This is an optimization exercise on Yosys and OpenROAD, whose aim is small area and a short achievable clock period, not a production implementation.
Where RTL was checked, it was by simulation tests only, not by an equivalence proof against the original.
No functional check of the RTL was part of run 1.
Power and IR drop assume default switching activity.

`flow/flow/run.sh`:
```
#!/bin/bash
# Own layout flow: the standard ORFS flow (standard.sh, unchanged synthesis),
# with the port buffers chosen explicitly (small buf_1 on inputs, buf_2 on outputs)
# instead of the default clkdlybuf4s50_1 delay buffers.
set -euo pipefail
here=$(pwd)
export PRE_GLOBAL_PLACE_TCL=$here/flow/pre_gp.tcl
export CTS_ARGS="-sink_clustering_enable -repair_clock_nets -dont_use_dummy_load -buf_list sky130_fd_sc_hd__clkbuf_8"
bash standard.sh > $here/orfs_flow.log 2>&1
```
`flow/design.v`:
```
module adder_tree
#(
    parameter   NB_IN               = 16,
    parameter   IN_WIDTH            = 16,
    parameter   OUT_WIDTH           = IN_WIDTH+NB_IN,
    parameter   USE_PIPE            = 0
)
(
    input   wire                        clk,
    input   wire                        aresetn,
    input   wire [NB_IN*IN_WIDTH-1:0]   data_in,
    input   wire                        data_in_en,
    output  reg [OUT_WIDTH-1:0]        data_out,
    output  reg                        data_out_en
);
wire s0;
wire c0;
wire s1;
wire c1;
wire s2;
wire c2;
wire s3;
wire c3;
wire s4;
wire c4;
wire s5;
wire c5;
wire s6;
wire c6;
wire s7;
wire c7;
wire s8;
wire c8;
wire s9;
wire c9;
wire s10;
wire c10;
wire s11;
wire c11;
wire s12;
wire c12;
wire s13;
wire c13;
wire s14;
wire c14;
wire s15;
wire c15;
wire s16;
wire c16;
wire s17;
wire c17;
wire s18;
wire c18;
wire s19;
wire c19;
wire s20;
wire c20;
wire s21;
wire c21;
wire s22;
wire c22;
wire s23;
wire c23;
wire s24;
wire c24;
wire s25;
wire c25;
wire s26;
wire c26;
wire s27;
wire c27;
wire s28;
wire c28;
wire s29;
wire c29;
wire s30;
wire c30;
wire s31;
wire c31;
wire s32;
wire c32;
wire s33;
wire c33;
wire s34;
wire c34;
wire s35;
wire c35;
wire s36;
wire c36;
wire s37;
wire c37;
wire s38;
wire c38;
wire s39;
wire c39;
wire s40;
wire c40;
wire s41;
wire c41;
wire s42;
wire c42;
wire s43;
wire c43;
wire s44;
wire c44;
wire s45;
wire c45;
wire s46;
wire c46;
wire s47;
wire c47;
wire s48;
wire c48;
wire s49;
wire c49;
wire s50;
wire c50;
wire s51;
wire c51;
wire s52;
wire c52;
wire s53;
wire c53;
wire s54;
wire c54;
wire s55;
wire c55;
wire s56;
wire c56;
wire s57;
wire c57;
wire s58;
wire c58;
wire s59;
wire c59;
wire s60;
wire c60;
wire s61;
wire c61;
wire s62;
wire c62;
wire s63;
wire c63;
wire s64;
wire c64;
wire s65;
wire c65;
wire s66;
wire c66;
wire s67;
wire c67;
wire s68;
wire c68;
wire s69;
wire c69;
wire s70;
wire c70;
wire s71;
wire c71;
wire s72;
wire c72;
wire s73;
wire c73;
wire s74;
wire c74;
wire s75;
wire c75;
wire s76;
wire c76;
wire s77;
wire c77;
wire s78;
wire c78;
wire s79;
wire c79;
wire s80;
wire c80;
wire s81;
wire c81;
wire s82;
wire c82;
wire s83;
wire c83;
wire s84;
wire c84;
wire s85;
wire c85;
wire s86;
wire c86;
wire s87;
wire c87;
wire s88;
wire c88;
wire s89;
wire c89;
wire s90;
wire c90;
wire s91;
wire c91;
wire s92;
wire c92;
wire s93;
wire c93;
wire s94;
wire c94;
wire s95;
wire c95;
wire s96;
wire c96;
wire s97;
wire c97;
wire s98;
wire c98;
wire s99;
wire c99;
wire s100;
wire c100;
wire s101;
wire c101;
wire s102;
wire c102;
wire s103;
wire c103;
wire s104;
wire c104;
wire s105;
wire c105;
wire s106;
wire c106;
wire s107;
wire c107;
wire s108;
wire c108;
wire s109;
wire c109;
wire s110;
wire c110;
wire s111;
wire c111;
wire s112;
wire c112;
wire s113;
wire c113;
wire s114;
wire c114;
wire s115;
wire c115;
wire s116;
wire c116;
wire s117;
wire c117;
wire s118;
wire c118;
wire s119;
wire c119;
wire s120;
wire c120;
wire s121;
wire c121;
wire s122;
wire c122;
wire s123;
wire c123;
wire s124;
wire c124;
wire s125;
wire c125;
wire s126;
wire c126;
wire s127;
wire c127;
reg [127:0] p1;
wire s128;
wire c128;
wire s129;
wire c129;
wire s130;
wire c130;
wire s131;
wire c131;
wire s132;
wire c132;
wire s133;
wire c133;
wire s134;
wire c134;
wire s135;
wire c135;
wire s136;
wire c136;
wire s137;
wire c137;
wire s138;
wire c138;
wire s139;
wire c139;
wire s140;
wire c140;
wire s141;
wire c141;
wire s142;
wire c142;
wire s143;
wire c143;
wire s144;
wire c144;
wire s145;
wire c145;
wire s146;
wire c146;
wire s147;
wire c147;
wire s148;
wire c148;
wire s149;
wire c149;
wire s150;
wire c150;
wire s151;
wire c151;
wire s152;
wire c152;
wire s153;
wire c153;
wire s154;
wire c154;
wire s155;
wire c155;
wire s156;
wire c156;
wire s157;
wire c157;
wire s158;
wire c158;
wire s159;
wire c159;
wire s160;
wire c160;
wire s161;
wire c161;
wire s162;
wire c162;
wire s163;
wire c163;
wire s164;
wire c164;
wire s165;
wire c165;
wire s166;
wire c166;
wire s167;
wire c167;
wire s168;
wire c168;
wire s169;
wire c169;
wire s170;
wire c170;
wire s171;
wire c171;
wire s172;
wire c172;
wire s173;
wire c173;
wire s174;
wire c174;
wire s175;
wire c175;
wire s176;
wire c176;
wire s177;
wire c177;
wire s178;
wire c178;
wire s179;
wire c179;
wire s180;
wire c180;
wire s181;
wire c181;
wire s182;
wire c182;
wire s183;
wire c183;
wire s184;
wire c184;
wire s185;
wire c185;
wire s186;
wire c186;
wire s187;
wire c187;
wire s188;
wire c188;
wire s189;
wire c189;
wire s190;
wire c190;
wire s191;
wire c191;
wire s192;
wire c192;
wire s193;
wire c193;
wire s194;
wire c194;
wire s195;
wire c195;
wire s196;
wire c196;
wire s197;
wire c197;
wire s198;
wire c198;
wire s199;
wire c199;
wire s200;
wire c200;
wire s201;
wire c201;
wire s202;
wire c202;
wire s203;
wire c203;
wire s204;
wire c204;
wire s205;
wire c205;
wire s206;
wire c206;
wire s207;
wire c207;
wire s208;
wire c208;
wire s209;
wire c209;
wire s210;
wire c210;
wire s211;
wire c211;
wire s212;
wire c212;
wire s213;
wire c213;
wire s214;
wire c214;
wire s215;
wire c215;
wire s216;
wire c216;
wire s217;
wire c217;
wire s218;
wire c218;
wire s219;
wire c219;
wire s220;
wire c220;
reg [34:0] p2;
wire [19:0] cpa_a = {1'b0, p2[33], p2[31], p2[29], p2[27], p2[25], p2[23], p2[21], p2[19], p2[17], p2[15], p2[13], p2[11], p2[10], p2[7], p2[5], p2[4], p2[3], p2[2], p2[0]};
wire [19:0] cpa_b = {1'b0, p2[34], p2[32], p2[30], p2[28], p2[26], p2[24], p2[22], p2[20], p2[18], p2[16], p2[14], p2[12], p2[9], p2[8], p2[6], 1'b0, 1'b0, 1'b0, p2[1]};
wire [19:0] cpa_g = cpa_a & cpa_b;
wire [19:0] cpa_p = cpa_a ^ cpa_b;
wire pg0 = cpa_g[1] | (cpa_p[1] & cpa_g[0]);
wire pp0 = cpa_p[1] & cpa_p[0];
wire pg1 = cpa_g[3] | (cpa_p[3] & cpa_g[2]);
wire pp1 = cpa_p[3] & cpa_p[2];
wire pg2 = cpa_g[5] | (cpa_p[5] & cpa_g[4]);
wire pp2 = cpa_p[5] & cpa_p[4];
wire pg3 = cpa_g[7] | (cpa_p[7] & cpa_g[6]);
wire pp3 = cpa_p[7] & cpa_p[6];
wire pg4 = cpa_g[9] | (cpa_p[9] & cpa_g[8]);
wire pp4 = cpa_p[9] & cpa_p[8];
wire pg5 = cpa_g[11] | (cpa_p[11] & cpa_g[10]);
wire pp5 = cpa_p[11] & cpa_p[10];
wire pg6 = cpa_g[13] | (cpa_p[13] & cpa_g[12]);
wire pp6 = cpa_p[13] & cpa_p[12];
wire pg7 = cpa_g[15] | (cpa_p[15] & cpa_g[14]);
wire pp7 = cpa_p[15] & cpa_p[14];
wire pg8 = cpa_g[17] | (cpa_p[17] & cpa_g[16]);
wire pp8 = cpa_p[17] & cpa_p[16];
wire pg9 = cpa_g[19] | (cpa_p[19] & cpa_g[18]);
wire pp9 = cpa_p[19] & cpa_p[18];
wire pg10 = pg1 | (pp1 & pg0);
wire pp10 = pp1 & pp0;
wire pg11 = pg3 | (pp3 & pg2);
wire pp11 = pp3 & pp2;
wire pg12 = pg5 | (pp5 & pg4);
wire pp12 = pp5 & pp4;
wire pg13 = pg7 | (pp7 & pg6);
wire pp13 = pp7 & pp6;
wire pg14 = pg9 | (pp9 & pg8);
wire pp14 = pp9 & pp8;
wire pg15 = pg11 | (pp11 & pg10);
wire pp15 = pp11 & pp10;
wire pg16 = pg13 | (pp13 & pg12);
wire pp16 = pp13 & pp12;
wire pg17 = pg16 | (pp16 & pg15);
wire pp17 = pp16 & pp15;
wire pg18 = pg12 | (pp12 & pg15);
wire pp18 = pp12 & pp15;
wire pg19 = pg14 | (pp14 & pg17);
wire pp19 = pp14 & pp17;
wire pg20 = pg2 | (pp2 & pg10);
wire pp20 = pp2 & pp10;
wire pg21 = pg4 | (pp4 & pg15);
wire pp21 = pp4 & pp15;
wire pg22 = pg6 | (pp6 & pg18);
wire pp22 = pp6 & pp18;
wire pg23 = pg8 | (pp8 & pg17);
wire pp23 = pp8 & pp17;
wire pg24 = cpa_g[2] | (cpa_p[2] & pg0);
wire pp24 = cpa_p[2] & pp0;
wire pg25 = cpa_g[4] | (cpa_p[4] & pg10);
wire pp25 = cpa_p[4] & pp10;
wire pg26 = cpa_g[6] | (cpa_p[6] & pg20);
wire pp26 = cpa_p[6] & pp20;
wire pg27 = cpa_g[8] | (cpa_p[8] & pg15);
wire pp27 = cpa_p[8] & pp15;
wire pg28 = cpa_g[10] | (cpa_p[10] & pg21);
wire pp28 = cpa_p[10] & pp21;
wire pg29 = cpa_g[12] | (cpa_p[12] & pg18);
wire pp29 = cpa_p[12] & pp18;
wire pg30 = cpa_g[14] | (cpa_p[14] & pg22);
wire pp30 = cpa_p[14] & pp22;
wire pg31 = cpa_g[16] | (cpa_p[16] & pg17);
wire pp31 = cpa_p[16] & pp17;
wire pg32 = cpa_g[18] | (cpa_p[18] & pg23);
wire pp32 = cpa_p[18] & pp23;
wire [19:0] cpa_s = cpa_p ^ {pg32, pg23, pg31, pg17, pg30, pg22, pg29, pg18, pg28, pg21, pg27, pg15, pg26, pg20, pg25, pg10, pg24, pg0, cpa_g[0], 1'b0};
adder_tree_fa u_fa0 (.a(data_in[0]), .b(data_in[112]), .c(data_in[128]), .s(s0), .co(c0));
adder_tree_fa u_fa1 (.a(data_in[144]), .b(data_in[160]), .c(data_in[16]), .s(s1), .co(c1));
adder_tree_fa u_fa2 (.a(data_in[176]), .b(data_in[192]), .c(data_in[208]), .s(s2), .co(c2));
adder_tree_fa u_fa3 (.a(data_in[224]), .b(data_in[240]), .c(data_in[32]), .s(s3), .co(c3));
adder_tree_fa u_fa4 (.a(data_in[48]), .b(data_in[64]), .c(data_in[80]), .s(s4), .co(c4));
adder_tree_fa u_fa5 (.a(data_in[96]), .b(s0), .c(s1), .s(s5), .co(c5));
adder_tree_fa u_fa6 (.a(s2), .b(s3), .c(s4), .s(s6), .co(c6));
adder_tree_fa u_fa7 (.a(data_in[113]), .b(data_in[129]), .c(data_in[145]), .s(s7), .co(c7));
adder_tree_fa u_fa8 (.a(data_in[161]), .b(data_in[177]), .c(data_in[17]), .s(s8), .co(c8));
adder_tree_fa u_fa9 (.a(data_in[193]), .b(data_in[1]), .c(data_in[209]), .s(s9), .co(c9));
adder_tree_fa u_fa10 (.a(data_in[225]), .b(data_in[241]), .c(data_in[33]), .s(s10), .co(c10));
adder_tree_fa u_fa11 (.a(data_in[49]), .b(data_in[65]), .c(data_in[81]), .s(s11), .co(c11));
adder_tree_fa u_fa12 (.a(data_in[97]), .b(c0), .c(c1), .s(s12), .co(c12));
adder_tree_fa u_fa13 (.a(c2), .b(c3), .c(c4), .s(s13), .co(c13));
adder_tree_fa u_fa14 (.a(s10), .b(s11), .c(s7), .s(s14), .co(c14));
adder_tree_fa u_fa15 (.a(data_in[114]), .b(data_in[130]), .c(data_in[146]), .s(s15), .co(c15));
adder_tree_fa u_fa16 (.a(data_in[162]), .b(data_in[178]), .c(data_in[18]), .s(s16), .co(c16));
adder_tree_fa u_fa17 (.a(data_in[194]), .b(data_in[210]), .c(data_in[226]), .s(s17), .co(c17));
adder_tree_fa u_fa18 (.a(data_in[242]), .b(data_in[2]), .c(data_in[34]), .s(s18), .co(c18));
adder_tree_fa u_fa19 (.a(data_in[50]), .b(data_in[66]), .c(data_in[82]), .s(s19), .co(c19));
adder_tree_fa u_fa20 (.a(data_in[98]), .b(c10), .c(c11), .s(s20), .co(c20));
adder_tree_fa u_fa21 (.a(c7), .b(c8), .c(c9), .s(s21), .co(c21));
adder_tree_fa u_fa22 (.a(s15), .b(s16), .c(s17), .s(s22), .co(c22));
adder_tree_fa u_fa23 (.a(data_in[115]), .b(data_in[131]), .c(data_in[147]), .s(s23), .co(c23));
adder_tree_fa u_fa24 (.a(data_in[163]), .b(data_in[179]), .c(data_in[195]), .s(s24), .co(c24));
adder_tree_fa u_fa25 (.a(data_in[19]), .b(data_in[211]), .c(data_in[227]), .s(s25), .co(c25));
adder_tree_fa u_fa26 (.a(data_in[243]), .b(data_in[35]), .c(data_in[3]), .s(s26), .co(c26));
adder_tree_fa u_fa27 (.a(data_in[51]), .b(data_in[67]), .c(data_in[83]), .s(s27), .co(c27));
adder_tree_fa u_fa28 (.a(data_in[99]), .b(c15), .c(c16), .s(s28), .co(c28));
adder_tree_fa u_fa29 (.a(c17), .b(c18), .c(c19), .s(s29), .co(c29));
adder_tree_fa u_fa30 (.a(s23), .b(s24), .c(s25), .s(s30), .co(c30));
adder_tree_fa u_fa31 (.a(data_in[100]), .b(data_in[116]), .c(data_in[132]), .s(s31), .co(c31));
adder_tree_fa u_fa32 (.a(data_in[148]), .b(data_in[164]), .c(data_in[180]), .s(s32), .co(c32));
adder_tree_fa u_fa33 (.a(data_in[196]), .b(data_in[20]), .c(data_in[212]), .s(s33), .co(c33));
adder_tree_fa u_fa34 (.a(data_in[228]), .b(data_in[244]), .c(data_in[36]), .s(s34), .co(c34));
adder_tree_fa u_fa35 (.a(data_in[4]), .b(data_in[52]), .c(data_in[68]), .s(s35), .co(c35));
adder_tree_fa u_fa36 (.a(data_in[84]), .b(c23), .c(c24), .s(s36), .co(c36));
adder_tree_fa u_fa37 (.a(c25), .b(c26), .c(c27), .s(s37), .co(c37));
adder_tree_fa u_fa38 (.a(s31), .b(s32), .c(s33), .s(s38), .co(c38));
adder_tree_fa u_fa39 (.a(data_in[101]), .b(data_in[117]), .c(data_in[133]), .s(s39), .co(c39));
adder_tree_fa u_fa40 (.a(data_in[149]), .b(data_in[165]), .c(data_in[181]), .s(s40), .co(c40));
adder_tree_fa u_fa41 (.a(data_in[197]), .b(data_in[213]), .c(data_in[21]), .s(s41), .co(c41));
adder_tree_fa u_fa42 (.a(data_in[229]), .b(data_in[245]), .c(data_in[37]), .s(s42), .co(c42));
adder_tree_fa u_fa43 (.a(data_in[53]), .b(data_in[5]), .c(data_in[69]), .s(s43), .co(c43));
adder_tree_fa u_fa44 (.a(data_in[85]), .b(c31), .c(c32), .s(s44), .co(c44));
adder_tree_fa u_fa45 (.a(c33), .b(c34), .c(c35), .s(s45), .co(c45));
adder_tree_fa u_fa46 (.a(s39), .b(s40), .c(s41), .s(s46), .co(c46));
adder_tree_fa u_fa47 (.a(data_in[102]), .b(data_in[118]), .c(data_in[134]), .s(s47), .co(c47));
adder_tree_fa u_fa48 (.a(data_in[150]), .b(data_in[166]), .c(data_in[182]), .s(s48), .co(c48));
adder_tree_fa u_fa49 (.a(data_in[198]), .b(data_in[214]), .c(data_in[22]), .s(s49), .co(c49));
adder_tree_fa u_fa50 (.a(data_in[230]), .b(data_in[246]), .c(data_in[38]), .s(s50), .co(c50));
adder_tree_fa u_fa51 (.a(data_in[54]), .b(data_in[6]), .c(data_in[70]), .s(s51), .co(c51));
adder_tree_fa u_fa52 (.a(data_in[86]), .b(c39), .c(c40), .s(s52), .co(c52));
adder_tree_fa u_fa53 (.a(c41), .b(c42), .c(c43), .s(s53), .co(c53));
adder_tree_fa u_fa54 (.a(s47), .b(s48), .c(s49), .s(s54), .co(c54));
adder_tree_fa u_fa55 (.a(data_in[103]), .b(data_in[119]), .c(data_in[135]), .s(s55), .co(c55));
adder_tree_fa u_fa56 (.a(data_in[151]), .b(data_in[167]), .c(data_in[183]), .s(s56), .co(c56));
adder_tree_fa u_fa57 (.a(data_in[199]), .b(data_in[215]), .c(data_in[231]), .s(s57), .co(c57));
adder_tree_fa u_fa58 (.a(data_in[23]), .b(data_in[247]), .c(data_in[39]), .s(s58), .co(c58));
adder_tree_fa u_fa59 (.a(data_in[55]), .b(data_in[71]), .c(data_in[7]), .s(s59), .co(c59));
adder_tree_fa u_fa60 (.a(data_in[87]), .b(c47), .c(c48), .s(s60), .co(c60));
adder_tree_fa u_fa61 (.a(c49), .b(c50), .c(c51), .s(s61), .co(c61));
adder_tree_fa u_fa62 (.a(s55), .b(s56), .c(s57), .s(s62), .co(c62));
adder_tree_fa u_fa63 (.a(data_in[104]), .b(data_in[120]), .c(data_in[136]), .s(s63), .co(c63));
adder_tree_fa u_fa64 (.a(data_in[152]), .b(data_in[168]), .c(data_in[184]), .s(s64), .co(c64));
adder_tree_fa u_fa65 (.a(data_in[200]), .b(data_in[216]), .c(data_in[232]), .s(s65), .co(c65));
adder_tree_fa u_fa66 (.a(data_in[248]), .b(data_in[24]), .c(data_in[40]), .s(s66), .co(c66));
adder_tree_fa u_fa67 (.a(data_in[56]), .b(data_in[72]), .c(data_in[88]), .s(s67), .co(c67));
adder_tree_fa u_fa68 (.a(data_in[8]), .b(c55), .c(c56), .s(s68), .co(c68));
adder_tree_fa u_fa69 (.a(c57), .b(c58), .c(c59), .s(s69), .co(c69));
adder_tree_fa u_fa70 (.a(s63), .b(s64), .c(s65), .s(s70), .co(c70));
adder_tree_fa u_fa71 (.a(data_in[105]), .b(data_in[121]), .c(data_in[137]), .s(s71), .co(c71));
adder_tree_fa u_fa72 (.a(data_in[153]), .b(data_in[169]), .c(data_in[185]), .s(s72), .co(c72));
adder_tree_fa u_fa73 (.a(data_in[201]), .b(data_in[217]), .c(data_in[233]), .s(s73), .co(c73));
adder_tree_fa u_fa74 (.a(data_in[249]), .b(data_in[25]), .c(data_in[41]), .s(s74), .co(c74));
adder_tree_fa u_fa75 (.a(data_in[57]), .b(data_in[73]), .c(data_in[89]), .s(s75), .co(c75));
adder_tree_fa u_fa76 (.a(data_in[9]), .b(c63), .c(c64), .s(s76), .co(c76));
adder_tree_fa u_fa77 (.a(c65), .b(c66), .c(c67), .s(s77), .co(c77));
adder_tree_fa u_fa78 (.a(s71), .b(s72), .c(s73), .s(s78), .co(c78));
adder_tree_fa u_fa79 (.a(data_in[106]), .b(data_in[10]), .c(data_in[122]), .s(s79), .co(c79));
adder_tree_fa u_fa80 (.a(data_in[138]), .b(data_in[154]), .c(data_in[170]), .s(s80), .co(c80));
adder_tree_fa u_fa81 (.a(data_in[186]), .b(data_in[202]), .c(data_in[218]), .s(s81), .co(c81));
adder_tree_fa u_fa82 (.a(data_in[234]), .b(data_in[250]), .c(data_in[26]), .s(s82), .co(c82));
adder_tree_fa u_fa83 (.a(data_in[42]), .b(data_in[58]), .c(data_in[74]), .s(s83), .co(c83));
adder_tree_fa u_fa84 (.a(data_in[90]), .b(c71), .c(c72), .s(s84), .co(c84));
adder_tree_fa u_fa85 (.a(c73), .b(c74), .c(c75), .s(s85), .co(c85));
adder_tree_fa u_fa86 (.a(s79), .b(s80), .c(s81), .s(s86), .co(c86));
adder_tree_fa u_fa87 (.a(data_in[107]), .b(data_in[11]), .c(data_in[123]), .s(s87), .co(c87));
adder_tree_fa u_fa88 (.a(data_in[139]), .b(data_in[155]), .c(data_in[171]), .s(s88), .co(c88));
adder_tree_fa u_fa89 (.a(data_in[187]), .b(data_in[203]), .c(data_in[219]), .s(s89), .co(c89));
adder_tree_fa u_fa90 (.a(data_in[235]), .b(data_in[251]), .c(data_in[27]), .s(s90), .co(c90));
adder_tree_fa u_fa91 (.a(data_in[43]), .b(data_in[59]), .c(data_in[75]), .s(s91), .co(c91));
adder_tree_fa u_fa92 (.a(data_in[91]), .b(c79), .c(c80), .s(s92), .co(c92));
adder_tree_fa u_fa93 (.a(c81), .b(c82), .c(c83), .s(s93), .co(c93));
adder_tree_fa u_fa94 (.a(s87), .b(s88), .c(s89), .s(s94), .co(c94));
adder_tree_fa u_fa95 (.a(data_in[108]), .b(data_in[124]), .c(data_in[12]), .s(s95), .co(c95));
adder_tree_fa u_fa96 (.a(data_in[140]), .b(data_in[156]), .c(data_in[172]), .s(s96), .co(c96));
adder_tree_fa u_fa97 (.a(data_in[188]), .b(data_in[204]), .c(data_in[220]), .s(s97), .co(c97));
adder_tree_fa u_fa98 (.a(data_in[236]), .b(data_in[252]), .c(data_in[28]), .s(s98), .co(c98));
adder_tree_fa u_fa99 (.a(data_in[44]), .b(data_in[60]), .c(data_in[76]), .s(s99), .co(c99));
adder_tree_fa u_fa100 (.a(data_in[92]), .b(c87), .c(c88), .s(s100), .co(c100));
adder_tree_fa u_fa101 (.a(c89), .b(c90), .c(c91), .s(s101), .co(c101));
adder_tree_fa u_fa102 (.a(s95), .b(s96), .c(s97), .s(s102), .co(c102));
adder_tree_fa u_fa103 (.a(data_in[109]), .b(data_in[125]), .c(data_in[13]), .s(s103), .co(c103));
adder_tree_fa u_fa104 (.a(data_in[141]), .b(data_in[157]), .c(data_in[173]), .s(s104), .co(c104));
adder_tree_fa u_fa105 (.a(data_in[189]), .b(data_in[205]), .c(data_in[221]), .s(s105), .co(c105));
adder_tree_fa u_fa106 (.a(data_in[237]), .b(data_in[253]), .c(data_in[29]), .s(s106), .co(c106));
adder_tree_fa u_fa107 (.a(data_in[45]), .b(data_in[61]), .c(data_in[77]), .s(s107), .co(c107));
adder_tree_fa u_fa108 (.a(data_in[93]), .b(c95), .c(c96), .s(s108), .co(c108));
adder_tree_fa u_fa109 (.a(c97), .b(c98), .c(c99), .s(s109), .co(c109));
adder_tree_fa u_fa110 (.a(s103), .b(s104), .c(s105), .s(s110), .co(c110));
adder_tree_fa u_fa111 (.a(data_in[110]), .b(data_in[126]), .c(data_in[142]), .s(s111), .co(c111));
adder_tree_fa u_fa112 (.a(data_in[14]), .b(data_in[158]), .c(data_in[174]), .s(s112), .co(c112));
adder_tree_fa u_fa113 (.a(data_in[190]), .b(data_in[206]), .c(data_in[222]), .s(s113), .co(c113));
adder_tree_fa u_fa114 (.a(data_in[238]), .b(data_in[254]), .c(data_in[30]), .s(s114), .co(c114));
adder_tree_fa u_fa115 (.a(data_in[46]), .b(data_in[62]), .c(data_in[78]), .s(s115), .co(c115));
adder_tree_fa u_fa116 (.a(data_in[94]), .b(c103), .c(c104), .s(s116), .co(c116));
adder_tree_fa u_fa117 (.a(c105), .b(c106), .c(c107), .s(s117), .co(c117));
adder_tree_fa u_fa118 (.a(s111), .b(s112), .c(s113), .s(s118), .co(c118));
adder_tree_fa u_fa119 (.a(data_in[111]), .b(data_in[127]), .c(data_in[143]), .s(s119), .co(c119));
adder_tree_fa u_fa120 (.a(data_in[159]), .b(data_in[15]), .c(data_in[175]), .s(s120), .co(c120));
adder_tree_fa u_fa121 (.a(data_in[191]), .b(data_in[207]), .c(data_in[223]), .s(s121), .co(c121));
adder_tree_fa u_fa122 (.a(data_in[239]), .b(data_in[255]), .c(data_in[31]), .s(s122), .co(c122));
adder_tree_fa u_fa123 (.a(data_in[47]), .b(data_in[63]), .c(data_in[79]), .s(s123), .co(c123));
adder_tree_fa u_fa124 (.a(data_in[95]), .b(c111), .c(c112), .s(s124), .co(c124));
adder_tree_fa u_fa125 (.a(c113), .b(c114), .c(c115), .s(s125), .co(c125));
adder_tree_fa u_fa126 (.a(s119), .b(s120), .c(s121), .s(s126), .co(c126));
adder_tree_fa u_fa127 (.a(c119), .b(c120), .c(c121), .s(s127), .co(c127));
adder_tree_fa u_fa128 (.a(p1[2]), .b(p1[3]), .c(p1[4]), .s(s128), .co(c128));
adder_tree_fa u_fa129 (.a(p1[5]), .b(p1[6]), .c(p1[7]), .s(s129), .co(c129));
adder_tree_fa u_fa130 (.a(p1[8]), .b(s128), .c(s129), .s(s130), .co(c130));
adder_tree_fa u_fa131 (.a(p1[10]), .b(p1[11]), .c(p1[12]), .s(s131), .co(c131));
adder_tree_fa u_fa132 (.a(p1[13]), .b(p1[14]), .c(p1[15]), .s(s132), .co(c132));
adder_tree_fa u_fa133 (.a(p1[16]), .b(p1[9]), .c(c128), .s(s133), .co(c133));
adder_tree_fa u_fa134 (.a(c129), .b(s131), .c(s132), .s(s134), .co(c134));
adder_tree_fa u_fa135 (.a(c130), .b(s133), .c(s134), .s(s135), .co(c135));
adder_tree_fa u_fa136 (.a(p1[17]), .b(p1[18]), .c(p1[19]), .s(s136), .co(c136));
adder_tree_fa u_fa137 (.a(p1[20]), .b(p1[21]), .c(p1[22]), .s(s137), .co(c137));
adder_tree_fa u_fa138 (.a(p1[23]), .b(p1[24]), .c(c131), .s(s138), .co(c138));
adder_tree_fa u_fa139 (.a(c132), .b(s136), .c(s137), .s(s139), .co(c139));
adder_tree_fa u_fa140 (.a(c133), .b(c134), .c(s138), .s(s140), .co(c140));
adder_tree_fa u_fa141 (.a(s139), .b(c135), .c(s140), .s(s141), .co(c141));
adder_tree_fa u_fa142 (.a(p1[25]), .b(p1[26]), .c(p1[27]), .s(s142), .co(c142));
adder_tree_fa u_fa143 (.a(p1[28]), .b(p1[29]), .c(p1[30]), .s(s143), .co(c143));
adder_tree_fa u_fa144 (.a(p1[31]), .b(p1[32]), .c(c136), .s(s144), .co(c144));
adder_tree_fa u_fa145 (.a(c137), .b(s142), .c(s143), .s(s145), .co(c145));
adder_tree_fa u_fa146 (.a(c138), .b(c139), .c(s144), .s(s146), .co(c146));
adder_tree_fa u_fa147 (.a(s145), .b(c140), .c(s146), .s(s147), .co(c147));
adder_tree_fa u_fa148 (.a(p1[33]), .b(p1[34]), .c(p1[35]), .s(s148), .co(c148));
adder_tree_fa u_fa149 (.a(p1[36]), .b(p1[37]), .c(p1[38]), .s(s149), .co(c149));
adder_tree_fa u_fa150 (.a(p1[39]), .b(p1[40]), .c(c142), .s(s150), .co(c150));
adder_tree_fa u_fa151 (.a(c143), .b(s148), .c(s149), .s(s151), .co(c151));
adder_tree_fa u_fa152 (.a(c144), .b(c145), .c(s150), .s(s152), .co(c152));
adder_tree_fa u_fa153 (.a(s151), .b(c146), .c(s152), .s(s153), .co(c153));
adder_tree_fa u_fa154 (.a(p1[41]), .b(p1[42]), .c(p1[43]), .s(s154), .co(c154));
adder_tree_fa u_fa155 (.a(p1[44]), .b(p1[45]), .c(p1[46]), .s(s155), .co(c155));
adder_tree_fa u_fa156 (.a(p1[47]), .b(p1[48]), .c(c148), .s(s156), .co(c156));
adder_tree_fa u_fa157 (.a(c149), .b(s154), .c(s155), .s(s157), .co(c157));
adder_tree_fa u_fa158 (.a(c150), .b(c151), .c(s156), .s(s158), .co(c158));
adder_tree_fa u_fa159 (.a(s157), .b(c152), .c(s158), .s(s159), .co(c159));
adder_tree_fa u_fa160 (.a(p1[49]), .b(p1[50]), .c(p1[51]), .s(s160), .co(c160));
adder_tree_fa u_fa161 (.a(p1[52]), .b(p1[53]), .c(p1[54]), .s(s161), .co(c161));
adder_tree_fa u_fa162 (.a(p1[55]), .b(p1[56]), .c(c154), .s(s162), .co(c162));
adder_tree_fa u_fa163 (.a(c155), .b(s160), .c(s161), .s(s163), .co(c163));
adder_tree_fa u_fa164 (.a(c156), .b(c157), .c(s162), .s(s164), .co(c164));
adder_tree_fa u_fa165 (.a(s163), .b(c158), .c(s164), .s(s165), .co(c165));
adder_tree_fa u_fa166 (.a(p1[57]), .b(p1[58]), .c(p1[59]), .s(s166), .co(c166));
adder_tree_fa u_fa167 (.a(p1[60]), .b(p1[61]), .c(p1[62]), .s(s167), .co(c167));
adder_tree_fa u_fa168 (.a(p1[63]), .b(p1[64]), .c(c160), .s(s168), .co(c168));
adder_tree_fa u_fa169 (.a(c161), .b(s166), .c(s167), .s(s169), .co(c169));
adder_tree_fa u_fa170 (.a(c162), .b(c163), .c(s168), .s(s170), .co(c170));
adder_tree_fa u_fa171 (.a(s169), .b(c164), .c(s170), .s(s171), .co(c171));
adder_tree_fa u_fa172 (.a(p1[65]), .b(p1[66]), .c(p1[67]), .s(s172), .co(c172));
adder_tree_fa u_fa173 (.a(p1[68]), .b(p1[69]), .c(p1[70]), .s(s173), .co(c173));
adder_tree_fa u_fa174 (.a(p1[71]), .b(p1[72]), .c(c166), .s(s174), .co(c174));
adder_tree_fa u_fa175 (.a(c167), .b(s172), .c(s173), .s(s175), .co(c175));
adder_tree_fa u_fa176 (.a(c168), .b(c169), .c(s174), .s(s176), .co(c176));
adder_tree_fa u_fa177 (.a(s175), .b(c170), .c(s176), .s(s177), .co(c177));
adder_tree_fa u_fa178 (.a(p1[73]), .b(p1[74]), .c(p1[75]), .s(s178), .co(c178));
adder_tree_fa u_fa179 (.a(p1[76]), .b(p1[77]), .c(p1[78]), .s(s179), .co(c179));
adder_tree_fa u_fa180 (.a(p1[79]), .b(p1[80]), .c(c172), .s(s180), .co(c180));
adder_tree_fa u_fa181 (.a(c173), .b(s178), .c(s179), .s(s181), .co(c181));
adder_tree_fa u_fa182 (.a(c174), .b(c175), .c(s180), .s(s182), .co(c182));
adder_tree_fa u_fa183 (.a(s181), .b(c176), .c(s182), .s(s183), .co(c183));
adder_tree_fa u_fa184 (.a(p1[81]), .b(p1[82]), .c(p1[83]), .s(s184), .co(c184));
adder_tree_fa u_fa185 (.a(p1[84]), .b(p1[85]), .c(p1[86]), .s(s185), .co(c185));
adder_tree_fa u_fa186 (.a(p1[87]), .b(p1[88]), .c(c178), .s(s186), .co(c186));
adder_tree_fa u_fa187 (.a(c179), .b(s184), .c(s185), .s(s187), .co(c187));
adder_tree_fa u_fa188 (.a(c180), .b(c181), .c(s186), .s(s188), .co(c188));
adder_tree_fa u_fa189 (.a(s187), .b(c182), .c(s188), .s(s189), .co(c189));
adder_tree_fa u_fa190 (.a(p1[89]), .b(p1[90]), .c(p1[91]), .s(s190), .co(c190));
adder_tree_fa u_fa191 (.a(p1[92]), .b(p1[93]), .c(p1[94]), .s(s191), .co(c191));
adder_tree_fa u_fa192 (.a(p1[95]), .b(p1[96]), .c(c184), .s(s192), .co(c192));
adder_tree_fa u_fa193 (.a(c185), .b(s190), .c(s191), .s(s193), .co(c193));
adder_tree_fa u_fa194 (.a(c186), .b(c187), .c(s192), .s(s194), .co(c194));
adder_tree_fa u_fa195 (.a(s193), .b(c188), .c(s194), .s(s195), .co(c195));
adder_tree_fa u_fa196 (.a(p1[100]), .b(p1[101]), .c(p1[102]), .s(s196), .co(c196));
adder_tree_fa u_fa197 (.a(p1[103]), .b(p1[104]), .c(p1[97]), .s(s197), .co(c197));
adder_tree_fa u_fa198 (.a(p1[98]), .b(p1[99]), .c(c190), .s(s198), .co(c198));
adder_tree_fa u_fa199 (.a(c191), .b(s196), .c(s197), .s(s199), .co(c199));
adder_tree_fa u_fa200 (.a(c192), .b(c193), .c(s198), .s(s200), .co(c200));
adder_tree_fa u_fa201 (.a(s199), .b(c194), .c(s200), .s(s201), .co(c201));
adder_tree_fa u_fa202 (.a(p1[105]), .b(p1[106]), .c(p1[107]), .s(s202), .co(c202));
adder_tree_fa u_fa203 (.a(p1[108]), .b(p1[109]), .c(p1[110]), .s(s203), .co(c203));
adder_tree_fa u_fa204 (.a(p1[111]), .b(p1[112]), .c(c196), .s(s204), .co(c204));
adder_tree_fa u_fa205 (.a(c197), .b(s202), .c(s203), .s(s205), .co(c205));
adder_tree_fa u_fa206 (.a(c198), .b(c199), .c(s204), .s(s206), .co(c206));
adder_tree_fa u_fa207 (.a(s205), .b(c200), .c(s206), .s(s207), .co(c207));
adder_tree_fa u_fa208 (.a(p1[113]), .b(p1[114]), .c(p1[115]), .s(s208), .co(c208));
adder_tree_fa u_fa209 (.a(p1[116]), .b(p1[117]), .c(p1[118]), .s(s209), .co(c209));
adder_tree_fa u_fa210 (.a(p1[119]), .b(p1[120]), .c(c202), .s(s210), .co(c210));
adder_tree_fa u_fa211 (.a(c203), .b(s208), .c(s209), .s(s211), .co(c211));
adder_tree_fa u_fa212 (.a(c204), .b(c205), .c(s210), .s(s212), .co(c212));
adder_tree_fa u_fa213 (.a(s211), .b(c206), .c(s212), .s(s213), .co(c213));
adder_tree_fa u_fa214 (.a(p1[121]), .b(p1[122]), .c(p1[123]), .s(s214), .co(c214));
adder_tree_fa u_fa215 (.a(p1[124]), .b(p1[125]), .c(p1[126]), .s(s215), .co(c215));
adder_tree_fa u_fa216 (.a(c208), .b(c209), .c(s214), .s(s216), .co(c216));
adder_tree_fa u_fa217 (.a(s215), .b(c210), .c(c211), .s(s217), .co(c217));
adder_tree_fa u_fa218 (.a(s216), .b(c212), .c(s217), .s(s218), .co(c218));
adder_tree_fa u_fa219 (.a(p1[127]), .b(c214), .c(c215), .s(s219), .co(c219));
adder_tree_fa u_fa220 (.a(c216), .b(s219), .c(c217), .s(s220), .co(c220));
always @(posedge clk) begin
    p1 <= {c127, s127, c126, c125, c124, c123, c122, s126, s125, s124, c118, c117, c116, s123, s122, s118, s117, s116, c110, c109, c108, s115, s114, s110, s109, s108, c102, c101, c100, s107, s106, s102, s101, s100, c94, c93, c92, s99, s98, s94, s93, s92, c86, c85, c84, s91, s90, s86, s85, s84, c78, c77, c76, s83, s82, s78, s77, s76, c70, c69, c68, s75, s74, s70, s69, s68, c62, c61, c60, s67, s66, s62, s61, s60, c54, c53, c52, s59, s58, s54, s53, s52, c46, c45, c44, s51, s50, s46, s45, s44, c38, c37, c36, s43, s42, s38, s37, s36, c30, c29, c28, s35, s34, s30, s29, s28, c22, c21, c20, s27, s26, s22, s21, s20, c14, c13, c12, s19, s18, s14, s13, s12, c6, c5, s9, s8, s6, s5};
    p2 <= {c220, c219, s220, c218, s218, c213, s213, c207, s207, c201, s201, c195, s195, c189, s189, c183, s183, c177, s177, c171, s171, c165, s165, c159, s159, c153, s153, c147, s147, c141, s141, s135, s130, p1[1], p1[0]};
    data_out <= {12'd0, cpa_s};
end
reg [1:0] en_pipe;
always @(posedge clk or negedge aresetn) begin
    if (!aresetn) begin
        en_pipe <= 0;
        data_out_en <= 1'b0;
    end else begin
        en_pipe <= {en_pipe[0:0], data_in_en};
        data_out_en <= en_pipe[1];
    end
end
endmodule
module adder_tree_fa (input wire a, input wire b, input wire c, output wire s, output wire co);
assign s  = a ^ b ^ c;
assign co = (a & b) | (a & c) | (b & c);
endmodule
```
`flow/standard.sh`:
```
#!/bin/bash
# synth_recipe.tcl (not shown) runs the flow's synth.tcl, then flattens the netlist and writes it again
# the make line also repeats each setting of config.mk as NAME=value (left out here)
make -C /OpenROAD-flow-scripts/flow DESIGN_CONFIG=/design/flow/config.mk WORK_HOME=/design/flow/orfs CLKGATE_MAP_FILE= SYNTH_SCRIPT=/design/flow/synth_recipe.tcl "${@:-finish}"
```
`flow/flow/pre_gp.tcl`:
```
# Sourced by ORFS global_place.tcl before it buffers the ports: make its
# buffer_ports call put buf_1 on every input and buf_2 on every output.
rename buffer_ports orfs_buffer_ports
proc buffer_ports { args } {
  orfs_buffer_ports -inputs -buffer_cell sky130_fd_sc_hd__buf_1
  orfs_buffer_ports -outputs -buffer_cell sky130_fd_sc_hd__buf_2
}
```
`flow/constraint.sdc`:
```
create_clock -name core_clock -period 7.0 [get_ports {clk}]
set_input_delay 1.4000 -clock core_clock [delete_from_list [all_inputs] [get_ports {clk}]]
set_output_delay 1.4000 -clock core_clock [all_outputs]
set_load 0.01 [all_outputs]
```
`flow/config.mk`:
```
export PLATFORM = sky130hd
export DESIGN_NAME = adder_tree
export DESIGN_NICKNAME = adder_tree
export VERILOG_FILES = /design/flow/design.v
export SDC_FILE = /design/flow/constraint.sdc
export NUM_CORES = 4
export LEC_CHECK = 0
export CAP_MARGIN = 20
export CORE_MARGIN = 2
export CORE_UTILIZATION = 60
export SLEW_MARGIN = 20
export SYNTH_HIERARCHICAL = 1
export SYNTH_MINIMUM_KEEP_SIZE = 0
```
==> impl_metrics.env, run 1 <==
export IMPL_outcome="no timing/DRC/antenna violations"
export IMPL_min_delay_start="p1[0]"
export IMPL_synth_top_area_share_pct=51.3
export IMPL_final_cells=978
export IMPL_postCtsSetupBuffers=0
export IMPL_slowest_stage="fa_1"
export IMPL_antenna_found_initial=0
export IMPL_grtUsageTotal_pct=20.5
export IMPL_fmax_ghz=0.418
export IMPL_grt_pass1_wl_mm=25.0
export IMPL_regArea_um2=3740
export IMPL_hpwl_mm=13.1
export IMPL_clk_latency_ns=0.43
export IMPL_post_cts_resized=0
export IMPL_path_cells="ha_1, ha_1, nand3_1, o211ai_1, a41o_1, and3b_1, or2_1, fa_1, xor2_1"
export IMPL_async_flop_share_pct=1.61
export IMPL_clkTransAtPathRegs_ns=0.08
export IMPL_cp_start_kind="flip-flop"
export IMPL_cap_violations=0
export IMPL_synth_cell_type_count=25
export IMPL_yosysMostFrequentCell="fa_1"
export IMPL_clock_sinks=186
export IMPL_crit_buf_inv=0
export IMPL_use_met2_pct=37.7
export IMPL_ant_nets=0
export IMPL_setup_viol=0
export IMPL_wire_per_inst_um=14.7
export IMPL_core_area_um2=14500
export IMPL_grt_overflow=0
export IMPL_use_met3_pct=5.10
export IMPL_cp_max_fo=3
export IMPL_synth_avg_cell_area_um2=17.9
export IMPL_io_buffers=279
export IMPL_hp_class="flip-flop to flip-flop"
export IMPL_finalHoldViolCount=0
export IMPL_p_leak_nw=4.12
export IMPL_antenna_cells=0
export IMPL_vias_per_cell=4.73
export IMPL_ys_seq_area_share_pct=41.8
export IMPL_crit_arrival_ns=2.72
export IMPL_drt_iter0_drc=100
export IMPL_synth_edf_count=0
export IMPL_dieArea_um2=15900
export IMPL_startpoint="p2[0]"
export IMPL_irDropWorstVdd_mv=0.164
export IMPL_cellPowerDensity_nw_per_um2=380
export IMPL_setup_slack_ns=4.61
export IMPL_layout_nets=1301
export IMPL_cts_path_max_buffers=2
export IMPL_place_congestion=0.754
export IMPL_root_buffer="clkbuf_8"
export IMPL_drive_gt1_share_pct=4.91
export IMPL_final_max_slew_viol_count=0
export IMPL_area_growth_pct=16.7
export IMPL_setup_tns_final_ns=0
export IMPL_period_share_pct=34.2
export IMPL_synth_top_area_cell="fa_1"
export IMPL_placed_cells=961
export IMPL_synth_cells=499
export IMPL_dr_pass1_iters=4
export IMPL_crit_path_end_kind="flip-flop"
export IMPL_finalPower_mw=3.96
export IMPL_io_pins=292
export IMPL_cts_buffers=17
export IMPL_whs_ns=0.332
export IMPL_grt_use_met1_pct=23.7
export IMPL_rsz0062_at_grt="no"
export IMPL_ctsHoldBuffers=0
export IMPL_critical_path_class="flip-flop to flip-flop"
export IMPL_cts_max_level=4
export IMPL_critical_path_top_delay_family="adder cells"
export IMPL_max_stage_delay_ns=0.38
export IMPL_pre_cts_ws_ns=4.35
export IMPL_grt_pass1_vias=5678
export IMPL_yosysWarningCount=7
export IMPL_start_util_pct=61.5
export IMPL_grt_max_degree=17
export IMPL_drc=0
export IMPL_wirelength_mm=14.4
export IMPL_rr_startpoint="p2[0]"
export IMPL_ys_flop_type="dfxtp_1"
export IMPL_rows=44
export IMPL_synth_area_leaders="fa_1, dfxtp_1, ha_1"
export IMPL_critPathRequiredTime_ns=7.32
export IMPL_ys_top_cells_by_count="fa_1, dfxtp_1, inv_1, ha_1, buf_4"
export IMPL_fin_skew_ns=0.0148
export IMPL_cts_tree="yes"
export IMPL_grt_busiest_layer="met2"
export IMPL_multi_input_area_um2=5080
export IMPL_critPathMostFrequentCell="ha_1"
export IMPL_fp_dieH_um=126
export IMPL_fillers=1025
export IMPL_period_needed_ns=2.39
export IMPL_vias=4626
export IMPL_ys_ff_latch=186
export IMPL_die_x_um=126
export IMPL_syn_area_um2=8930
path summary, 6_finish.rpt:
kind / end / slack, ns / depth (start not counted)
setup / recovery: data_out[17] / 4.61 / 9
hold / removal: p2[0] / 0.33 / 0
setup reg to reg: data_out[17] / 4.61 / 9
hold reg to reg: p2[0] / 0.33 / 0
max in group asynchronous: en_pipe[1] / 6.09 / 1
min in group asynchronous: en_pipe[0] / 0.76 / 1
state kept, by name, summed over array words and instances (netlist names):
| name | cells |
|---|---|
| data_out_en | 1 |
| data_out | 20 |
| p2 | 35 |
| en_pipe | 2 |
| p1 | 128 |
Yosys stat by module (local to each module, per instance):
module,cells,flops+latches
adder_tree_fa,1,0
adder_tree,278,186
cell type report:
| cell class | count | share of cell area, % |
|---|---|---|
| inverters | 18 | 0.648 |
| repair buffers | 279 | 10.3 |
| flip-flops and latches | 186 | 35.9 |
| clock buffers | 17 | 2.24 |
| well taps | 184 | 2.21 |
| multi-input cells | 294 | 48.7 |
through the flow:
step                      utilization [%]  cell area, µm²
after floorplan                         -            8970
after global routing                 71.7           10400
final                                71.7           10400
after global placement               70.1           10200
after CTS                            71.7           10400
after detailed placement             70.1           10200
cell families (layout without fill, tap and decap cells):
kind of cell	Yosys count	in the layout	synth area share [%]
xor+xnor	8	8	0.784
compound gates	16	16	1.15
simple gates	12	12	0.714
other cells	1	12	0.0420
flops	186	186	41.8
buf+inv	30	314	1.76
fa+ha+maj	246	246	53.7
placed cells by master, fill, tap and decap left out:
cell type,instances
a21boi_0,2
and2_1,2
nand2_1,3
o211ai_1,2
buf_1,258
or3_1,1
conb_1,12
or2_1,1
xnor2_1,4
o22ai_1,1
fa_1,229
xor2_1,4
buf_2,21
nor3_1,1
clkbuf_8,17
o21a_1,1
inv_1,18
ha_1,17
nor2_1,1
dfxtp_1,183
a21oi_1,5
nand3_1,2
a21oi_2,1
o21ai_0,3
a41o_1,1
and3b_1,1
dfrtp_1,3
per-layer routing:
layer  share of wire, %  routed length (µm)
met5                  0                   0
met4                1.7                 252
met3                6.1                 879
met2                 55                8000
met1                 37                5280
power by group:
| part | total (mW) | leakage (nW) | internal [mW] | switching, mW |
|---|---|---|---|---|
| logic | 1.83 | 2.42 | 0.891 | 0.941 |
| registers | 1.62 | 1.58 | 1.46 | 0.160 |
| clock network | 0.515 | 0.122 | 0.215 | 0.300 |
==> inputs of run 2 (changes only) <==
--- a/flow/design.v
+++ b/flow/design.v
@@ -483,49 +483,63 @@
 wire pp9 = cpa_p[19] & cpa_p[18];
-wire pg10 = pg1 | (pp1 & pg0);
-wire pp10 = pp1 & pp0;
-wire pg11 = pg3 | (pp3 & pg2);
-wire pp11 = pp3 & pp2;
-wire pg12 = pg5 | (pp5 & pg4);
-wire pp12 = pp5 & pp4;
-wire pg13 = pg7 | (pp7 & pg6);
-wire pp13 = pp7 & pp6;
-wire pg14 = pg9 | (pp9 & pg8);
-wire pp14 = pp9 & pp8;
-wire pg15 = pg11 | (pp11 & pg10);
-wire pp15 = pp11 & pp10;
-wire pg16 = pg13 | (pp13 & pg12);
-wire pp16 = pp13 & pp12;
-wire pg17 = pg16 | (pp16 & pg15);
-wire pp17 = pp16 & pp15;
-wire pg18 = pg12 | (pp12 & pg15);
-wire pp18 = pp12 & pp15;
-wire pg19 = pg14 | (pp14 & pg17);
-wire pp19 = pp14 & pp17;
-wire pg20 = pg2 | (pp2 & pg10);
-wire pp20 = pp2 & pp10;
-wire pg21 = pg4 | (pp4 & pg15);
-wire pp21 = pp4 & pp15;
-wire pg22 = pg6 | (pp6 & pg18);
-wire pp22 = pp6 & pp18;
-wire pg23 = pg8 | (pp8 & pg17);
-wire pp23 = pp8 & pp17;
-wire pg24 = cpa_g[2] | (cpa_p[2] & pg0);
-wire pp24 = cpa_p[2] & pp0;
-wire pg25 = cpa_g[4] | (cpa_p[4] & pg10);
-wire pp25 = cpa_p[4] & pp10;
-wire pg26 = cpa_g[6] | (cpa_p[6] & pg20);
-wire pp26 = cpa_p[6] & pp20;
-wire pg27 = cpa_g[8] | (cpa_p[8] & pg15);
-wire pp27 = cpa_p[8] & pp15;
-wire pg28 = cpa_g[10] | (cpa_p[10] & pg21);
-wire pp28 = cpa_p[10] & pp21;
-wire pg29 = cpa_g[12] | (cpa_p[12] & pg18);
-wire pp29 = cpa_p[12] & pp18;
-wire pg30 = cpa_g[14] | (cpa_p[14] & pg22);
-wire pp30 = cpa_p[14] & pp22;
-wire pg31 = cpa_g[16] | (cpa_p[16] & pg17);
-wire pp31 = cpa_p[16] & pp17;
-wire pg32 = cpa_g[18] | (cpa_p[18] & pg23);
-wire pp32 = cpa_p[18] & pp23;
-wire [19:0] cpa_s = cpa_p ^ {pg32, pg23, pg31, pg17, pg30, pg22, pg29, pg18, pg28, pg21, pg27, pg15, pg26, pg20, pg25, pg10, pg24, pg0, cpa_g[0], 1'b0};
+wire pg10 = cpa_g[2] | (cpa_p[2] & pg0);
+wire pp10 = cpa_p[2] & pp0;
+wire pg11 = pg1 | (pp1 & pg0);
+wire pp11 = pp1 & pp0;
+wire pg12 = cpa_g[6] | (cpa_p[6] & pg2);
+wire pp12 = cpa_p[6] & pp2;
+wire pg13 = pg3 | (pp3 & pg2);
+wire pp13 = pp3 & pp2;
+wire pg14 = cpa_g[10] | (cpa_p[10] & pg4);
+wire pp14 = cpa_p[10] & pp4;
+wire pg15 = pg5 | (pp5 & pg4);
+wire pp15 = pp5 & pp4;
+wire pg16 = cpa_g[14] | (cpa_p[14] & pg6);
+wire pp16 = cpa_p[14] & pp6;
+wire pg17 = pg7 | (pp7 & pg6);
+wire pp17 = pp7 & pp6;
+wire pg18 = cpa_g[18] | (cpa_p[18] & pg8);
+wire pp18 = cpa_p[18] & pp8;
+wire pg19 = pg9 | (pp9 & pg8);
+wire pp19 = pp9 & pp8;
+wire pg20 = cpa_g[4] | (cpa_p[4] & pg11);
+wire pp20 = cpa_p[4] & pp11;
+wire pg21 = pg2 | (pp2 & pg11);
+wire pp21 = pp2 & pp11;
+wire pg22 = pg12 | (pp12 & pg11);
+wire pp22 = pp12 & pp11;
+wire pg23 = pg13 | (pp13 & pg11);
+wire pp23 = pp13 & pp11;
+wire pg24 = cpa_g[12] | (cpa_p[12] & pg15);
+wire pp24 = cpa_p[12] & pp15;
+wire pg25 = pg6 | (pp6 & pg15);
+wire pp25 = pp6 & pp15;
+wire pg26 = pg16 | (pp16 & pg15);
+wire pp26 = pp16 & pp15;
+wire pg27 = pg17 | (pp17 & pg15);
+wire pp27 = pp17 & pp15;
+wire pg28 = cpa_g[8] | (cpa_p[8] & pg23);
+wire pp28 = cpa_p[8] & pp23;
+wire pg29 = pg4 | (pp4 & pg23);
+wire pp29 = pp4 & pp23;
+wire pg30 = pg14 | (pp14 & pg23);
+wire pp30 = pp14 & pp23;
+wire pg31 = pg15 | (pp15 & pg23);
+wire pp31 = pp15 & pp23;
+wire pg32 = pg24 | (pp24 & pg23);
+wire pp32 = pp24 & pp23;
+wire pg33 = pg25 | (pp25 & pg23);
+wire pp33 = pp25 & pp23;
+wire pg34 = pg26 | (pp26 & pg23);
+wire pp34 = pp26 & pp23;
+wire pg35 = pg27 | (pp27 & pg23);
+wire pp35 = pp27 & pp23;
+wire pg36 = cpa_g[16] | (cpa_p[16] & pg35);
+wire pp36 = cpa_p[16] & pp35;
+wire pg37 = pg8 | (pp8 & pg35);
+wire pp37 = pp8 & pp35;
+wire pg38 = pg18 | (pp18 & pg35);
+wire pp38 = pp18 & pp35;
+wire pg39 = pg19 | (pp19 & pg35);
+wire pp39 = pp19 & pp35;
+wire [19:0] cpa_s = cpa_p ^ {pg38, pg37, pg36, pg35, pg34, pg33, pg32, pg31, pg30, pg29, pg28, pg23, pg22, pg21, pg20, pg11, pg10, pg0, cpa_g[0], 1'b0};
 adder_tree_fa u_fa0 (.a(data_in[0]), .b(data_in[112]), .c(data_in[128]), .s(s0), .co(c0));
--- a/flow/config.mk
+++ b/flow/config.mk
@@ -10,2 +10,3 @@
 export CORE_UTILIZATION = 60
+export PLACE_DENSITY = 0.75
 export SLEW_MARGIN = 20
==> run 2 against run 1 <==
Against the previous run:
- still clean
- fmax is 1.1% higher
- core utilization is 0.052 points lower
- combinational power is 3% higher
- first-iteration DRC count stayed put
- clock skew is 0.0039 ns higher
- sequential power hardly changed
==> impl_metrics.env, run 2 <==
export IMPL_outcome="no timing/DRC/antenna violations"
export IMPL_clkTransAtPathRegs_ns=0.08
export IMPL_path_cells="fa_1, fa_1, fa_1, fa_1"
export IMPL_critical_path_class="flip-flop to flip-flop"
export IMPL_cts_buffers=17
export IMPL_drc=0
export IMPL_yosysWarningCount=7
export IMPL_crit_buf_inv=0
export IMPL_fp_dieH_um=126
export IMPL_ctsHoldBuffers=0
export IMPL_setup_tns_final_ns=0
export IMPL_final_cell_mix="buf_1, fa_1, dfxtp_1"
export IMPL_crit_arrival_ns=2.70
export IMPL_drt_iter0_drc=100
export IMPL_ys_flop_type="dfxtp_1"
export IMPL_largest_register_ffs=128
export IMPL_core_area_um2=14500
export IMPL_cp_max_fo=1
export IMPL_slowest_stage="fa_1"
export IMPL_cts_tree="yes"
export IMPL_area_growth_pct=16.7
export IMPL_final_cells=978
export IMPL_rr_worst_depth=4
export IMPL_period_share_pct=33.8
export IMPL_synth_top_area_cell="fa_1"
export IMPL_placed_cells=961
export IMPL_cp_start_kind="flip-flop"
export IMPL_ys_ff_latch=186
export IMPL_io_pins=292
export IMPL_grt_max_degree=17
export IMPL_yosysMostFrequentCell="fa_1"
export IMPL_ys_seq_area_share_pct=41.9
export IMPL_grt_pass1_vias=5752
export IMPL_start_util_pct=61.4
export IMPL_synth_area_leaders="fa_1, dfxtp_1, ha_1"
export IMPL_p_leak_nw=4.08
export IMPL_min_delay_start="p1[0]"
export IMPL_wire_per_inst_um=15.8
export IMPL_grt_use_met1_pct=23.4
export IMPL_root_buffer="clkbuf_8"
export IMPL_antenna_cells=0
export IMPL_irDropWorstVdd_mv=0.161
export IMPL_grt_busiest_layer="met2"
export IMPL_synth_top_area_share_pct=50.2
export IMPL_fmax_ghz=0.422
export IMPL_rr_startpoint="p1[25]"
export IMPL_synth_avg_cell_area_um2=17.9
export IMPL_grtUsageTotal_pct=21.8
export IMPL_layout_nets=1297
export IMPL_die_x_um=126
export IMPL_vias=4743
export IMPL_worst_path_stages=4
export IMPL_ys_top_cells_by_count="fa_1, dfxtp_1, ha_1, buf_4, inv_1"
export IMPL_largest_register="p1"
export IMPL_post_cts_resized=0
export IMPL_worstHoldPathCells=0
export IMPL_placed_area_um2=10200
export IMPL_fin_skew_ns=0.0188
export IMPL_final_common_cell="buf_1"
export IMPL_critPathRequiredTime_ns=7.33
export IMPL_finalHoldViolCount=0
export IMPL_dieArea_um2=15900
export IMPL_cap_violations=0
export IMPL_synth_cell_type_count=31
export IMPL_vias_per_cell=4.85
export IMPL_syn_area_um2=8930
export IMPL_cts_path_max_buffers=2
export IMPL_hpwl_mm=14.1
export IMPL_critPathMostFrequentCell="fa_1"
export IMPL_clock_sinks=186
export IMPL_setup_slack_ns=4.63
export IMPL_use_met3_pct=5.06
export IMPL_synth_cells=499
export IMPL_post_route_util_pct=71.7
export IMPL_holdPathEnd="p2[0]"
export IMPL_cts_max_level=4
export IMPL_synth_edf_count=0
export IMPL_wirelength_mm=15.5
export IMPL_period_needed_ns=2.37
export IMPL_clk_latency_ns=0.45
export IMPL_place_congestion=0.933
export IMPL_pre_cts_ws_ns=4.32
export IMPL_grt_overflow=0
export IMPL_fin_area_um2=10400
export IMPL_rows=44
export IMPL_setup_viol=0
export IMPL_cellPowerDensity_nw_per_um2=387
export IMPL_reg_largest_list="p1: 128 flops, p2: 35 flops, data_out: 20 flops"
export IMPL_crit_path_end_kind="flip-flop"
export IMPL_async_flop_share_pct=1.61
export IMPL_rsz0062_at_grt="no"
export IMPL_grt_pass1_wl_mm=26.0
export IMPL_postCtsSetupBuffers=0
export IMPL_io_buffers=279
export IMPL_antenna_found_initial=0
export IMPL_dr_pass1_iters=4
export IMPL_hp_class="flip-flop to flip-flop"
export IMPL_ant_nets=0
export IMPL_critical_path_top_delay_family="adder cells"
export IMPL_use_met2_pct=41.6
export IMPL_r2r_slack_ns=4.63
export IMPL_drive_gt1_share_pct=5.67
export IMPL_rr_endpoint="p2[8]"
export IMPL_max_stage_delay_ns=0.55
export IMPL_final_max_slew_viol_count=0
-- run 2: area by class of cell --
cell class	count	area [µm²]
multi-input cells	304	5110
fillers	969	4120
flip-flops and latches	186	3740
repair buffers	279	1070
clock buffers	17	234
well taps	184	230
inverters	8	30.0
-- run 2: cells by family (layout without fill, tap and decap cells) --
logic type / count (synthesis) / count (layout) / share of synthesized area, %
adders and majority gates: 242 / 242 / 52.8
DFF: 186 / 186 / 41.9
AOI/OAI and AO/OA: 23 / 23 / 1.92
buffers and inverters: 20 / 304 / 1.35
and+or+nand+nor: 17 / 17 / 0.981
xor gates and xnor gates: 10 / 10 / 1.07
other: 1 / 12 / 0.0420
-- run 2: power breakdown --
part | internal [mW] | leakage, nW | switching (mW)
logic | 0.922 | 2.38 | 0.969
clock network | 0.214 | 0.122 | 0.302
registers | 1.46 | 1.58 | 0.163
-- run 2: routing by layer --
layer  routed length, µm  up-vias
li1                    -     2115
met1                5190     2408
met2                8960      193
met4                 357        0
met5                   0        -
met3                 963       27
-- run 2: per-module statistics from Yosys, one instance, submodules excluded --
module | cells | area, µm² | times used
adder_tree_fa | 1 | 20.0 | 221
adder_tree | 278 | 4500 | 1
-- run 2: how the worst max path moves through the flow --
stage	start	slack, ns	to
finish	p1[25]	4.63	p2[8]
global route	p2[0]	4.57	data_out[17]
CTS	data_out_en	4.62	data_out_en
detailed placement	data_in[105]	4.32	p1[72]
global placement	data_in[204]	4.37	p1[96]
floorplan	data_in[109]	4.51	p1[104]
-- run 2: stage by stage --
stage	hold WS, ns	total power, mW
detailed placement	0.314	3.59
floorplan	0.310	2.95
finish	0.331	4.03
global route	0.347	4.45
global placement	0.313	3.46
CTS	0.334	4.10
==> inputs of run 3 (changes only) <==
--- a/flow/config.mk
+++ b/flow/config.mk
@@ -10,3 +10,2 @@
 export CORE_UTILIZATION = 60
-export PLACE_DENSITY = 0.75
 export SLEW_MARGIN = 20
==> run 3 against run 2 <==
Against the previous run:
- via count decreased by 2.7%
- sequential share of layout area unchanged
- global-route usage down 1.4 points
- synthesized cell count did not move
- worst setup slack lost 0.0076 ns
- clock power barely moved
- combinational power fell by 2%
- first-iteration DRC count increased by 30%
- non-clock buffer count is the same
- critical path depth is the same
- wire length down 7.8%
- sequential cell count did not move
- critical path type unchanged
==> impl_metrics.env, run 3 <==
export IMPL_critPathMostFrequentCell="fa_1"
export IMPL_grt_overflow=0
export IMPL_fp_dieH_um=126
export IMPL_max_stage_delay_ns=0.55
export IMPL_grt_pass1_vias=5577
export IMPL_cp_max_fo=1
export IMPL_p_leak_nw=4.08
export IMPL_antenna_found_initial=0
export IMPL_slowest_stage="fa_1"
export IMPL_yosysWarningCount=7
export IMPL_critical_path_top_delay_family="adder cells"
export IMPL_fin_area_um2=10400
export IMPL_root_buffer="clkbuf_8"
export IMPL_largest_register_ffs=128
export IMPL_final_cell_mix="buf_1, fa_1, dfxtp_1"
export IMPL_grtUsageTotal_pct=20.4
export IMPL_fin_skew_ns=0.0142
export IMPL_hpwl_mm=12.9
export IMPL_cts_buffers=17
export IMPL_drc=0
export IMPL_placed_area_um2=10200
export IMPL_cts_path_max_buffers=2
export IMPL_rsz0062_at_grt="no"
export IMPL_cellPowerDensity_nw_per_um2=382
export IMPL_start_util_pct=61.4
export IMPL_synth_top_area_cell="fa_1"
export IMPL_finalHoldViolCount=0
export IMPL_final_max_slew_viol_count=0
export IMPL_crit_path_end_kind="flip-flop"
export IMPL_core_area_um2=14500
export IMPL_path_cells="fa_1, fa_1, fa_1, fa_1"
export IMPL_ys_ff_latch=186
export IMPL_die_x_um=126
export IMPL_setup_slack_ns=4.62
export IMPL_largest_register="p1"
export IMPL_yosysMostFrequentCell="fa_1"
export IMPL_synth_cell_type_count=31
export IMPL_irDropWorstVdd_mv=0.169
export IMPL_ys_flop_type="dfxtp_1"
export IMPL_final_common_cell="buf_1"
export IMPL_clk_latency_ns=0.44
export IMPL_grt_max_degree=17
export IMPL_syn_area_um2=8930
export IMPL_crit_buf_inv=0
export IMPL_wire_per_inst_um=14.6
export IMPL_dr_pass1_iters=4
export IMPL_synth_avg_cell_area_um2=17.9
export IMPL_reg_largest_list="p1: 128 flops, p2: 35 flops, data_out: 20 flops"
export IMPL_drive_gt1_share_pct=5.67
export IMPL_clkTransAtPathRegs_ns=0.07
export IMPL_ant_nets=0
export IMPL_cts_max_level=4
export IMPL_whs_ns=0.332
export IMPL_setup_viol=0
export IMPL_synth_top_area_share_pct=50.2
export IMPL_rows=44
export IMPL_outcome="no timing/DRC/antenna violations"
export IMPL_area_growth_pct=16.7
export IMPL_io_buffers=279
export IMPL_cp_start_kind="flip-flop"
export IMPL_wirelength_mm=14.3
export IMPL_synth_area_leaders="fa_1, dfxtp_1, ha_1"
export IMPL_synth_edf_count=0
export IMPL_setup_tns_final_ns=0
export IMPL_place_congestion=0.818
export IMPL_cts_tree="yes"
export IMPL_period_share_pct=34.0
export IMPL_pre_cts_ws_ns=4.34
export IMPL_post_cts_resized=0
export IMPL_io_pins=292
export IMPL_ctsHoldBuffers=0
export IMPL_ys_seq_area_share_pct=41.9
export IMPL_critical_path_class="flip-flop to flip-flop"
export IMPL_vias=4615
export IMPL_async_flop_share_pct=1.61
export IMPL_vias_per_cell=4.72
export IMPL_drt_iter0_drc=130
export IMPL_period_needed_ns=2.38
export IMPL_hp_class="flip-flop to flip-flop"
export IMPL_fillers=1001
export IMPL_postCtsSetupBuffers=0
export IMPL_critPathRequiredTime_ns=7.31
export IMPL_grt_pass1_wl_mm=24.8
export IMPL_synth_cells=499
export IMPL_cap_violations=0
export IMPL_clock_sinks=186
export IMPL_crit_arrival_ns=2.69
export IMPL_ys_top_cells_by_count="fa_1, dfxtp_1, ha_1, buf_4, inv_1"
export IMPL_layout_nets=1297
export IMPL_fmax_ghz=0.421
export IMPL_dieArea_um2=15900
export IMPL_antenna_cells=0
export IMPL_post_route_util_pct=71.7
[run 3: cell counts after synthesis]
No cell type changed its count.
[run 3: stage by stage]
stage | total power, mW | instances
after floorplan | 2.95 | 510
after global placement | 3.48 | 961
after detailed placement | 3.55 | 961
after CTS | 4.09 | 978
after global routing | 4.44 | 978
final | 3.98 | 978
[run 3: cells by family (layout without fill, tap and decap cells)]
group           Yosys count  after routing  share of synthesized area (%)
other cells               1             12                         0.0420
xor+xnor                 10             10                           1.07
simple gates             17             17                          0.981
compound gates           23             23                           1.92
buf+inv                  20            304                           1.35
flops                   186            186                           41.9
fa+ha+maj               242            242                           52.8
[run 3: final cells by class]
type	instances	area, µm²	area share, %
multi-input cells	304	5110	49.1
flip-flops and latches	186	3740	35.9
repair buffers	279	1070	10.3
clock buffers	17	234	2.25
well taps	184	230	2.21
inverters	8	30.0	0.288
[run 3: worst paths after layout]
kind                            cells past startpoint     from  slack, ns     endpoint
worst max-delay path                                4   p1[27]       4.62        p2[8]
worst min-delay path                                0    p1[1]       0.33        p2[1]
worst max register to register                      4   p1[27]       4.62        p2[8]
worst min register to register                      0    p1[1]       0.33        p2[1]
max in group asynchronous                           1  aresetn       6.07  data_out_en
min in group asynchronous                           1  aresetn       0.75   en_pipe[0]
[run 3: per-layer routing]
layer	wire length [µm]	global-route usage, %
met5	0	0
met4	228	5.17
met3	928	5.52
met2	7680	36.4
met1	5420	24.8
[run 3: where the power goes]
group          internal, mW  switching (mW)
Combinational         0.905           0.941
Sequential             1.46           0.160
Clock                 0.215           0.303
Total                  2.57            1.40
[run 3: per-module statistics from Yosys, one instance, submodules excluded]
| module | flip-flops and latches | times used |
|---|---|---|
| adder_tree | 186 | 1 |
| adder_tree_fa | 0 | 221 |

-- static timing again, ports no longer ideal --
The results above use ideal ports. As a check the final layouts listed here were re-extracted and re-timed, cells and wires unchanged.
Step 1 (the two cells are an assumption about what drives the block):
set clk [get_ports {clk}]
set_driving_cell -lib_cell sky130_fd_sc_hd__clkbuf_16 $clk
set_driving_cell -lib_cell sky130_fd_sc_hd__buf_2 [delete_from_list [all_inputs] $clk]
Step 2 also shifts input and output timing later by t, the mid clock arrival at the registers, as if the neighbouring blocks saw the same clock.
a / b / c = no drivers / after step 1 / after step 2; a / b = the first two.
| run | t, ns | setup slack, ns | slew at the worst register clock pin (ns) | worst slew at a driven data input, ns | pins driven straight from the clock port |
|---|---|---|---|---|---|
| run 1 | 0.461 | 4.605 / 4.605 / 4.345 | 0.08 / 0.08 | 0.04 | 1 |
| run 2 | 0.480 | 4.631 / 4.608 / 4.311 | 0.08 / 0.08 | 0.04 | 1 |
| run 3 | 0.466 | 4.623 / 4.623 / 4.292 | 0.08 / 0.08 | 0.04 | 1 |
After both steps every run listed still meets setup and hold. For run 3, which loses most, drivers alone change the setup slack by 0.000 ns; drivers and shift together by -0.331 ns.
